Background: an optimization exercise with open tools, aiming at small area. Do not read the settings as production practice. The RTL was checked by simulation tests, not by an equivalence proof against the original design. No activity file was given, so power comes from the tool's default toggle rates.

// car_dash
module car_dash(clk, RST, Buttons, SW, JSTK_X, cs, write, data, debug, anode, segment);
    input clk;
    input RST;
    input [1:0] Buttons;
    input [15:0] SW;
    input [9:0] JSTK_X;
    output cs, write, data, debug;
    output [7:0] anode;
    output [6:0] segment;
    parameter [27:0] M = 28'd100000000;
    wire [9:0] y;
    wire h, S, F;
    wire [1:0] z2;
    cd_time u_time(.clk(clk), .RST(RST), .F(F), .y(y), .h(h), .z2(z2), .S(S));
    wire q59     = !h && (y[9:3] == 7'd59);           
    wire q60     = !h && (y[9:4] == 6'd30);           
    wire blk1    = (q59 && (y[2:0] != 3'd0)) || (q60 && (y[3:0] <= 4'd8));    
    wire blk2    = q59 || (q60 && (y[3:0] <= 4'd9));                          
    wire t_eval1 = q60 && (y[3:0] == 4'd8);           
    wire t_eval2 = q60 && (y[3:0] == 4'd9);           
    wire t_win1  = q60 && (y[3:0] == 4'd15);          
    wire t_sw    = q59 && (y[2:0] == 3'd3);           
    wire t_tick  = q59 && (y[2:0] == 3'd6);           
    wire t_rand  = q59 && (y[2:0] == 3'd7);           
    wire q339    = !h && (y[9:1] == 9'd339);          
  ...
==> module car_dash, before the edit <==
module car_dash(clk, RST, Buttons, SW, JSTK_X, cs, write, data, debug, anode, segment);
    input clk;
    input RST;
    input [1:0] Buttons;
    input [15:0] SW;
    input [9:0] JSTK_X;
    output cs, write, data, debug;
    output [7:0] anode;
    output [6:0] segment;
    parameter [27:0] M = 28'd100000000;
    wire [9:0] y;
    wire h, S, F;
    wire [1:0] z2;
    cd_time u_time(.clk(clk), .RST(RST), .F(F), .y(y), .h(h), .z2(z2), .S(S));
    wire q59     = !h && (y[9:3] == 7'd59);           
    wire q60     = !h && (y[9:4] == 6'd30);           
    wire blk1    = (q59 && (y[2:0] != 3'd0)) || (q60 && (y[3:0] <= 4'd8));    
    wire blk2    = q59 || (q60 && (y[3:0] <= 4'd9));                          
    wire t_eval1 = q60 && (y[3:0] == 4'd8);           
    wire t_eval2 = q60 && (y[3:0] == 4'd9);           
    wire t_win1  = q60 && (y[3:0] == 4'd15);          
    wire t_sw    = q59 && (y[2:0] == 3'd3);           
    wire t_tick  = q59 && (y[2:0] == 3'd6);           
    wire t_rand  = q59 && (y[2:0] == 3'd7);           
    wire q339    = !h && (y[9:1] == 9'd339);          
    wire t_clr2  = q339 && !y[0];                     
    wire t_clr1  = q339 && y[0];                      
    wire y768    = (y == 10'd768);
    wire t_upd   = !h && (y == 10'd776);              
    wire bstep   = !h && (y[9:3] == 7'd96) && (y[2] || (y[1] && y[0]));    
    wire live    = F || !h;                           
    wire clrph   = !F && h && (y[9:3] == 7'd60);      
    wire [3:0] m = {y[3:1] - {1'b0, g}, y[0]};
    wire bw = (y[3:1] < {1'b0, g});
    wire [3:0] vl = y[7:4] - {3'd0, bw};
    wire rot     = live && (y[9:8] != 2'd3) && m[3] && (m[2:0] != 3'd0) && (m[2:0] != 3'd7)
                   && (vl >= 4'd2) && (vl <= 4'd13);
    wire brot    = live && (y[9:8] == 2'd2) && ((y[7:5] == 3'd0) || (y[7:5] == 3'd7)) && (y[3:1] != 3'd0) && !y[0];
    wire [2:0] w;
    cd_rand #(.M(M)) u_rand(.clk(clk), .RST(RST), .tick(t_tick), .w(w));
    wire [1:0] g;
    wire [11:0] P;
    cd_newcol u_newcol(.clk(clk), .w(w), .SW(SW), .ldr(t_rand && g == 2'd2), .lds(t_sw && g == 2'd3), .P(P));
    wire [5:0] tap;
    wire [11:0] W3, W4;
    wire [3:0] Bt;
    wire cellv, oclr;
    wire [3:0] hp1, hp2;
    wire [2:0] mR1, mR2;
    wire sstep;
    cd_matrix u_mat(.clk(clk), .RST(RST), .t_upd(t_upd), .clrph(clrph), .rot(rot), .bstep(bstep), .brot(brot), .P(P),
                    .oclr(oclr),
                    .mv1(mR1[1:0]), .mv2(mR2[1:0]), .hp1(hp1), .hp2(hp2), .g(g), .F(F),
                    .tap(tap), .W3(W3), .W4(W4), .Bt(Bt));
    wire [11:0] nr = (g == 2'd3) ? W3 : 12'd0;
    wire [11:0] orow = (g == 2'd3) ? W3 : (g == 2'd0) ? W4 : 12'd0;
    cd_cars u_cars(.clk(clk), .RST(RST), .t_eval1(t_eval1), .t_eval2(t_eval2), .blk1(blk1), .blk2(blk2), .clr1(t_clr1), .clr2(t_clr2),
                   .Buttons(Buttons), .JSTK_X(JSTK_X), .hp1(hp1), .hp2(hp2), .nr(nr), .orow(orow), .sstep(sstep), .mR1(mR1), .mR2(mR2));
    wire [3:0] w1o, w2o;
    wire [2:0] w1t, w2t;
    cd_score u_score(.clk(clk), .RST(RST), .inc1(t_win1 && mR2[2]), .inc2(t_clr2 && mR1[2]),
                     .w1o(w1o), .w1t(w1t), .w2o(w2o), .w2t(w2t));
    cd_cell u_cell(.y(y), .g(g), .F(F), .hp1(hp1), .hp2(hp2), .tap(tap), .Bt(Bt), .cellv(cellv), .oclr(oclr));
    cd_led u_led(.clk(clk), .RST(RST), .y(y), .live(live), .y768(y768), .cellv(cellv),
                 .sq(mR2), .si(mR1), .sstep(sstep), .cs(cs), .write(write), .data(data));
    assign debug = 1'b1;
    cd_disp u_disp(.z2(z2), .S(S), .w1o(w1o), .w1t(w1t), .w2o(w2o), .w2t(w2t), .anode(anode), .segment(segment));
endmodule
==> module cd_time, before the edit <==
module cd_time(input clk, input RST, input F, output reg [9:0] y, output reg h, output [1:0] z2, output S);
    genvar gi;
    wire [9:0] yc;
    assign yc[0] = 1'b1;
    for (gi = 1; gi < 10; gi = gi + 1) begin : g_yc
        assign yc[gi] = yc[gi-1] & y[gi-1];
    end
    wire yw = (&y[9:5]) & (&y[2:0]);                  
    reg [1:0] k;
    always @(*) begin
        if (y < 10'd28) k = 2'd0;
        else if (y < 10'd128) k = 2'd1;
        else if (y < 10'd228) k = 2'd2;
        else if (y < 10'd328) k = 2'd3;
        else if (y < 10'd428) k = 2'd0;
        else if (y < 10'd528) k = 2'd1;
        else if (y < 10'd628) k = 2'd2;
        else if (y < 10'd728) k = 2'd3;
        else if (y < 10'd828) k = 2'd0;
        else if (y < 10'd928) k = 2'd1;
        else if (y < 10'd1000) k = 2'd2;
        else k = 2'bxx;
    end
    assign z2 = k + {h, 1'b1};
    assign S = F || !h || (y >= 10'd628);
    always @(posedge clk) begin
        if (RST) begin
            y <= 10'd478;
            h <= 1'b1;
        end else begin
            y <= yw ? 10'd0 : (y ^ yc);
            h <= h ^ yw;
        end
    end
endmodule
Settings: LEC_CHECK=0, ABC_AREA=1, CAP_MARGIN=0, CORE_MARGIN=2, CORE_UTILIZATION=70, SLEW_MARGIN=0; clock period 40.0 ns.
standard.sh (not shown) runs the stock make flow with config.mk's settings and CLKGATE_MAP_FILE= SYNTH_SCRIPT=/design/flow/synth_recipe.tcl, a recipe that flattens the netlist after the stock synthesis.
==> flow/flow/run.sh <==
#!/bin/bash
# Own layout flow: the standard synthesis, then the combinational logic between the
# standard synthesis's registers is mapped again by ABC with area-oriented scripts (several are
# tried and the smallest netlist is kept; the registers, their names and cell types are kept),
# then the standard layout steps run on that netlist, with small port buffers.
# Each tool's full output goes to a log file of its own in the work folder (log_*.txt).
set -euo pipefail
WORK=$(pwd)
PLAT=${FLOW_PLATFORM:-sky130hd}
RES=$WORK/orfs/results/$PLAT/car_dash/base
LIB=$FLOW_HOME/platforms/$PLAT/lib/sky130_fd_sc_hd__tt_025C_1v80.lib

# 1. the standard synthesis
bash standard.sh synth > log_1_std_synth.txt 2>&1

# 2. map the combinational logic again, with each ABC script in flow/abc_*.abc
cp $RES/1_2_yosys.v $WORK/std_synth.v
SEQ=$(awk '/^  sky130_fd_sc_hd__/{t=$1} /\.CLK\(/{print t}' $WORK/std_synth.v | sort -u | tr '\n' ' ')
DONTUSE=$(grep -o -- "-dont_use [A-Za-z0-9_]*" $WORK/orfs/logs/$PLAT/car_dash/base/1_2_yosys.log | sort -u | tr '\n' ' ')
for A in flow/abc_*.abc; do
  for K in 0 1; do
    # variant K=1 also keeps the standard synthesis's full adders
    N=$(basename $A .abc)_k$K
    KEEP="$SEQ sky130_fd_sc_hd__conb_1"
    if [[ $K == 1 ]]; then KEEP="$KEEP sky130_fd_sc_hd__fa_1"; fi
    sed -e "s#@LIB@#$LIB#g" -e "s#@IN@#$WORK/std_synth.v#g" -e "s#@OUT@#$WORK/resyn_$N.v#g" \
        -e "s#@TOP@#${FLOW_TOP:-car_dash}#g" -e "s#@ABC@#$WORK/$A#g" -e "s#@DONTUSE@#$DONTUSE#g" \
        -e "s#@SEQ@#$KEEP#g" -e "s#@STAT@#$WORK/resyn_$N.stat#g" \
        flow/resyn.ys > $WORK/resyn_$N.ys
    (yosys -s $WORK/resyn_$N.ys > log_2_resyn_$N.txt 2>&1 || rm -f $WORK/resyn_$N.stat) &
  done
done
wait
BEST=""; BESTA=""
for S in $WORK/resyn_*.stat; do
  [[ -f $S ]] || continue
  A=$(grep "Chip area for module" $S | tail -1 | awk '{print $NF}')
  if [[ -z "$BEST" ]] || awk -v a="$A" -v b="$BESTA" 'BEGIN{exit !(a < b)}'; then BEST=${S%.stat}.v; BESTA=$A; fi
done
echo "kept $BEST, area $BESTA" > log_2_resyn_choice.txt
cp $BEST $RES/1_2_yosys.v
rm -f $RES/1_synth.odb $RES/1_synth.sdc

# 3. the standard layout steps on the new netlist
# flow/cts_args, if there, holds the clock tree synthesis arguments (CTS_ARGS)
EXTRA=()
if [[ -f flow/cts_args ]]; then EXTRA+=("CTS_ARGS=$(cat flow/cts_args)"); fi
bash standard.sh "BUFFER_PORTS_ARGS=-buffer_cell sky130_fd_sc_hd__buf_1" "${EXTRA[@]}" finish > log_3_std_layout.txt 2>&1
test -f out/final.def
Other scripts of this flow, unchanged in this note and not shown: flow/flow/abc_a0.abc, flow/flow/abc_a1.abc, flow/flow/abc_a2.abc, flow/flow/abc_a3.abc, flow/flow/abc_a4.abc, flow/flow/abc_a5.abc, flow/flow/abc_a6.abc, flow/flow/abc_a7.abc, flow/flow/abc_d.abc, flow/flow/cts_args, flow/flow/resyn.ys
Then changed:
--- a/flow/design.v
+++ b/flow/design.v
@@ -11,9 +11,9 @@
     parameter [27:0] M = 28'd100000000;
     wire [9:0] y;
     wire h, S, F;
     wire [1:0] z2;
-    cd_time u_time(.clk(clk), .RST(RST), .F(F), .y(y), .h(h), .z2(z2), .S(S));
+    cd_time u_time(.clk(clk), .RST(RST), .y(y), .h(h), .z2(z2), .S(S));
     wire q59     = !h && (y[9:3] == 7'd59);           
     wire q60     = !h && (y[9:4] == 6'd30);           
     wire blk1    = (q59 && (y[2:0] != 3'd0)) || (q60 && (y[3:0] <= 4'd8));    
     wire blk2    = q59 || (q60 && (y[3:0] <= 4'd9));                          
@@ -66,40 +66,31 @@
                  .sq(mR2), .si(mR1), .sstep(sstep), .cs(cs), .write(write), .data(data));
     assign debug = 1'b1;
     cd_disp u_disp(.z2(z2), .S(S), .w1o(w1o), .w1t(w1t), .w2o(w2o), .w2t(w2t), .anode(anode), .segment(segment));
 endmodule
-module cd_time(input clk, input RST, input F, output reg [9:0] y, output reg h, output [1:0] z2, output S);
+module cd_time(input clk, input RST, output reg [9:0] y, output reg h, output reg [1:0] z2, output reg S);
     genvar gi;
+    reg [6:0] z;
     wire [9:0] yc;
     assign yc[0] = 1'b1;
     for (gi = 1; gi < 10; gi = gi + 1) begin : g_yc
         assign yc[gi] = yc[gi-1] & y[gi-1];
     end
     wire yw = (&y[9:5]) & (&y[2:0]);                  
-    reg [1:0] k;
-    always @(*) begin
-        if (y < 10'd28) k = 2'd0;
-        else if (y < 10'd128) k = 2'd1;
-        else if (y < 10'd228) k = 2'd2;
-        else if (y < 10'd328) k = 2'd3;
-        else if (y < 10'd428) k = 2'd0;
-        else if (y < 10'd528) k = 2'd1;
-        else if (y < 10'd628) k = 2'd2;
-        else if (y < 10'd728) k = 2'd3;
-        else if (y < 10'd828) k = 2'd0;
-        else if (y < 10'd928) k = 2'd1;
-        else if (y < 10'd1000) k = 2'd2;
-        else k = 2'bxx;
-    end
-    assign z2 = k + {h, 1'b1};
-    assign S = F || !h || (y >= 10'd628);
+    wire zw = (z == 7'd93);
     always @(posedge clk) begin
         if (RST) begin
             y <= 10'd478;
             h <= 1'b1;
+            z <= 7'd122;
+            z2 <= 2'd0;
+            S <= 1'b0;
         end else begin
             y <= yw ? 10'd0 : (y ^ yc);
             h <= h ^ yw;
+            z <= zw ? 7'd1 : {z[5:0], z[6] ^ z[5]};
+            z2 <= {z2[1] ^ (z2[0] & zw), z2[0] ^ zw};
+            S <= S | z2[1];
         end
     end
 endmodule
 module cd_rand #(parameter [27:0] M = 28'd100000000) (input clk, input RST, input tick, output [2:0] w);
Outcome: The changed run finished clean; design area came out higher by 2.3%; die area came out higher by 1.7%; clock-buffer cell count came out higher by 1; global-route usage came out lower by 0.59 points; synthesized cell count came out lower by 0.39%; first-iteration DRC count came out lower by 6.0%; wire length stays flat; non-clock buffer count came out higher by 3; worst hold slack degrades by 25 ps; setup slack improves by 1600 ps; total power came out higher by about 2.6%.

car_dash, a different RTL version from the one above (not shown whole).
Size: roughly 1100 cells after synthesis.
==> flow/config.mk <==
export PLATFORM = sky130hd
export DESIGN_NAME = car_dash
export DESIGN_NICKNAME = car_dash
export VERILOG_FILES = /design/flow/design.v
export SDC_FILE = /design/flow/constraint.sdc
export NUM_CORES = 8
export LEC_CHECK = 0
export ABC_AREA = 1
export CAP_MARGIN = 20
export CORE_MARGIN = 2
export CORE_UTILIZATION = 70
export CTS_BUF_LIST = sky130_fd_sc_hd__clkbuf_8
export CTS_CLUSTER_DIAMETER = 50
export CTS_CLUSTER_SIZE = 20
export SLEW_MARGIN = 20
==> flow/constraint.sdc <==
create_clock -name core_clock -period 40.0 [get_ports {clk}]
set_input_delay 8.0000 -clock core_clock [delete_from_list [all_inputs] [get_ports {clk}]]
set_output_delay 8.0000 -clock core_clock [all_outputs]
set_load 0.01 [all_outputs]
==> flow/flow/run.sh <==
#!/bin/bash
# Own layout flow: the standard synthesis, then the combinational logic between the
# standard synthesis's registers is mapped again by ABC with area-oriented scripts (several are
# tried and the smallest netlist is kept; the registers, their names and cell types are kept),
# then the standard layout steps run on that netlist, with small port buffers.
# Each tool's full output goes to a log file of its own in the work folder (log_*.txt).
set -euo pipefail
WORK=$(pwd)
PLAT=${FLOW_PLATFORM:-sky130hd}
RES=$WORK/orfs/results/$PLAT/car_dash/base
LIB=$FLOW_HOME/platforms/$PLAT/lib/sky130_fd_sc_hd__tt_025C_1v80.lib

# 1. the standard synthesis
bash standard.sh synth > log_1_std_synth.txt 2>&1

# 2. map the combinational logic again, with each ABC script in flow/abc_*.abc
cp $RES/1_2_yosys.v $WORK/std_synth.v
SEQ=$(awk '/^  sky130_fd_sc_hd__/{t=$1} /\.CLK\(/{print t}' $WORK/std_synth.v | sort -u | tr '\n' ' ')
DONTUSE=$(grep -o -- "-dont_use [A-Za-z0-9_]*" $WORK/orfs/logs/$PLAT/car_dash/base/1_2_yosys.log | sort -u | tr '\n' ' ')
for A in flow/abc_*.abc; do
  N=$(basename $A .abc)
  sed -e "s#@LIB@#$LIB#g" -e "s#@IN@#$WORK/std_synth.v#g" -e "s#@OUT@#$WORK/resyn_$N.v#g" \
      -e "s#@TOP@#${FLOW_TOP:-car_dash}#g" -e "s#@ABC@#$WORK/$A#g" -e "s#@DONTUSE@#$DONTUSE#g" \
      -e "s#@SEQ@#$SEQ sky130_fd_sc_hd__conb_1#g" -e "s#@STAT@#$WORK/resyn_$N.stat#g" \
      flow/resyn.ys > $WORK/resyn_$N.ys
  (yosys -s $WORK/resyn_$N.ys > log_2_resyn_$N.txt 2>&1 || rm -f $WORK/resyn_$N.stat) &
done
wait
BEST=""; BESTA=""
for S in $WORK/resyn_*.stat; do
  [[ -f $S ]] || continue
  A=$(grep "Chip area for module" $S | tail -1 | awk '{print $NF}')
  if [[ -z "$BEST" ]] || awk -v a="$A" -v b="$BESTA" 'BEGIN{exit !(a < b)}'; then BEST=${S%.stat}.v; BESTA=$A; fi
done
echo "kept $BEST, area $BESTA" > log_2_resyn_choice.txt
cp $BEST $RES/1_2_yosys.v
rm -f $RES/1_synth.odb $RES/1_synth.sdc

# 3. the standard layout steps on the new netlist
bash standard.sh "BUFFER_PORTS_ARGS=-buffer_cell sky130_fd_sc_hd__buf_1" finish > log_3_std_layout.txt 2>&1
test -f out/final.def
Other scripts of this flow, unchanged in this note and not shown: flow/flow/abc_a.abc, flow/flow/abc_b.abc, flow/flow/abc_c.abc, flow/flow/abc_d.abc, flow/flow/resyn.ys
Then changed:
--- a/flow/design.v
+++ b/flow/design.v
@@ -38,25 +38,24 @@
     cd_newcol u_newcol(.clk(clk), .w(w), .SW(SW), .ldr(t_rand && g == 2'd2), .lds(t_sw && g == 2'd3), .P(P));
     wire [11:0] W0, W1, W2;
     wire [3:0] Bt;
     wire [3:0] hp1, hp2;
     wire [2:0] mR1, mR2;
     cd_matrix u_mat(.clk(clk), .RST(RST), .t_upd(t_upd), .clrph(clrph), .rot(rot), .bstep(bstep), .brot(brot), .P(P),
-                    .oclr(oclr), .fr({y[4], y[7:5]}),
                     .mv1(mR1[1:0]), .mv2(mR2[1:0]), .hp1(hp1), .hp2(hp2), .g(g), .F(F),
                     .W0(W0), .W1(W1), .W2(W2), .Bt(Bt));
     wire [11:0] nr = (g == 2'd3) ? W1 : 12'd0;
     wire [11:0] orow = (g == 2'd3) ? W1 : (g == 2'd0) ? W2 : 12'd0;
     cd_cars u_cars(.clk(clk), .RST(RST), .t_eval1(t_eval1), .t_eval2(t_eval2), .blk1(blk1), .blk2(blk2), .clr1(t_clr1), .clr2(t_clr2),
                    .Buttons(Buttons), .JSTK_X(JSTK_X), .hp1(hp1), .hp2(hp2), .nr(nr), .orow(orow), .mR1(mR1), .mR2(mR2));
     wire [3:0] w1o, w2o;
     wire [2:0] w1t, w2t;
     cd_score u_score(.clk(clk), .RST(RST), .inc1(t_tick && mR2[2]), .inc2(t_clr2 && mR1[2]),
                      .w1o(w1o), .w1t(w1t), .w2o(w2o), .w2t(w2t));
-    wire cellv, oclr;
-    cd_cell u_cell(.y(y), .g(g), .F(F), .hp1(hp1), .hp2(hp2), .W0(W0), .W1(W1), .Bt(Bt), .cellv(cellv), .oclr(oclr));
+    wire cellv;
+    cd_cell u_cell(.y(y), .g(g), .F(F), .hp1(hp1), .hp2(hp2), .W0(W0), .W1(W1), .Bt(Bt), .cellv(cellv));
     cd_led u_led(.clk(clk), .RST(RST), .y(y), .live(live), .y768(y768), .cellv(cellv),
                  .cs(cs), .write(write), .data(data));
     assign debug = 1'b1;
     cd_disp u_disp(.z2(z2), .S(S), .w1o(w1o), .w1t(w1t), .w2o(w2o), .w2t(w2t), .anode(anode), .segment(segment));
 endmodule
 module cd_time(input clk, input RST, output reg [9:0] y, output reg h, output reg [1:0] z2, output reg S);
@@ -127,13 +126,12 @@
     always @(posedge clk) begin
         if (ldr) P <= rnd_col;
         else if (lds) P <= P | sw_col;
     end
 endmodule
 module cd_matrix(input clk, input RST, input t_upd, input clrph, input rot, input bstep, input brot,
-                 input oclr, input [3:0] fr,
                  input [11:0] P, input [1:0] mv1, input [1:0] mv2,
                  output reg [3:0] hp1, output reg [3:0] hp2, output reg [1:0] g, output reg F,
                  output [11:0] W0, output [11:0] W1, output [11:0] W2, output [3:0] Bt);
     reg [11:0] OP [0:5];             
     reg [6:0] b [0:3];
     assign W0 = OP[0];
@@ -159,12 +157,13 @@
     function [3:0] brow;
         input integer q;
         brow = (q == 0) ? 4'd0 : (q == 1) ? 4'd7 : (q == 2) ? 4'd8 : 4'd15;
     endfunction
     wire ins = t_upd && (g == 2'd3);
     wire shO = ins || clrph || rot;
+    wire clr4 = t_upd && !gn[1];
     wire bfix = t_upd || clrph;
     wire ben = bfix || bstep || brot;
     integer k, q;
     always @(posedge clk) begin
         if (RST) begin
             hp1 <= 4'd12;
@@ -180,16 +179,18 @@
     end
     always @(posedge clk) begin
         if (shO) begin
             for (k = 1; k < 6; k = k + 1) OP[k] <= OP[k-1];
             OP[0] <= rot ? OP[5] : (P & {12{F}});
         end
-        if (oclr) begin
+        if (clr4) begin
             for (q = 0; q < 12; q = q + 1) begin
-                if (orow(q) == fr)
-                    OP[0][q] <= 1'b0;
+                if (orow(q) == hp1n || orow(q) == hp2n)
+                    OP[4][q] <= 1'b0;
+                else if (shO)
+                    OP[4][q] <= OP[3][q];
             end
         end
         if (ben) begin
             for (q = 0; q < 4; q = q + 1) begin
                 b[q][0] <= bfix ? !(brow(q) == hp1 || brow(q) == hp2) : b[q][1];
                 b[q][1] <= b[q][2] & !(bfix && (brow(q) == hp1 || brow(q) == hp2));
@@ -289,13 +290,13 @@
             {w1t, w1o} <= bcdinc(inc1, w1t, w1o);
             {w2t, w2o} <= bcdinc(inc2, w2t, w2o);
         end
     end
 endmodule
 module cd_cell(input [9:0] y, input [1:0] g, input F, input [3:0] hp1, input [3:0] hp2,
-               input [11:0] W0, input [11:0] W1, input [3:0] Bt, output cellv, output oclr);
+               input [11:0] W0, input [11:0] W1, input [3:0] Bt, output cellv);
     wire [3:0] fr = {y[4], y[7:5]};    
     wire [1:0] cg = y[9:8];            
     wire [2:0] cj = y[3:1];            
     wire border = (fr[2:0] == 3'd0) || (fr[2:0] == 3'd7);
     wire c2 = cg[1] && !cg[0];
     wire car = F && c2 && cj[2:1] == 2'd0 && (fr == hp1 || fr == hp2);
@@ -312,13 +313,12 @@
             4'd12: ob = ocol[9]; 4'd13: ob = ocol[10]; 4'd14: ob = ocol[11];
             default: ob = 1'bx;
         endcase
     end
     wire ocell = (cj[1:0] == g) && ob;
     assign cellv = car || (border ? bcell : ocell);
-    assign oclr = car && (cj[1:0] == g);
 endmodule
 module cd_led(input clk, input RST, input [9:0] y, input live, input y768, input cellv,
               output cs, output write, output data);
     wire fA = (&y[9:6]) & (y[5] | (y[4] & (y[3] | y[2])));      
     wire fB = live && !(y[9] && y[8] && (y[7:0] != 8'd0));      
     wire fr_on = fA || fB;
The changed run went through all stages and came out clean. Routed wire length rose by 13%. Synthesized area rose by 3.9%. Power rose by 6.7%. Clock-buffer cell count rose by 4. Final area rose by 4.6%. Non-clock buffer count rose by 1. Setup slack gets better by 350 ps. Hold slack gets better by 17 ps. Flip-flop and latch count is unchanged. Core utilization rose by 0.20 points. Via count rose by 7.9%. Combinational power rose by 16%. Synthesized cell count rose by 6.6%. Clock power rose by 13%.

-- port drivers added, routing unchanged --
How much do the figures lean on ideal ports? The routed layouts below were timed once more, with nothing changed but the port constraints. Step 1, drivers: a clkbuf_16 drives clk and a buf_2 each remaining input, both assumed. Step 2 also shifts input and output timing later by t, the mid clock arrival at the registers, as if the neighbouring blocks saw the same clock. Slacks: no drivers / after step 1 / after step 2; pairs: no drivers / after step 1.
| run | t (ns) | setup slack, ns | clock arrival spread, ns |
|---|---|---|---|
| the first run of note 1 | 0.666 | 27.352 / 27.314 / 27.980 | 0.098 / 0.098 |
| the second run of note 1 | 0.683 | 28.932 / 28.892 / 28.983 | 0.059 / 0.060 |
| the first run of note 2 | 0.552 | 29.064 / 29.026 / 29.578 | 0.018 / 0.018 |
| the second run of note 2 | 0.583 | 29.416 / 29.374 / 29.657 | 0.028 / 0.029 |
After both steps every run listed still meets setup and hold.
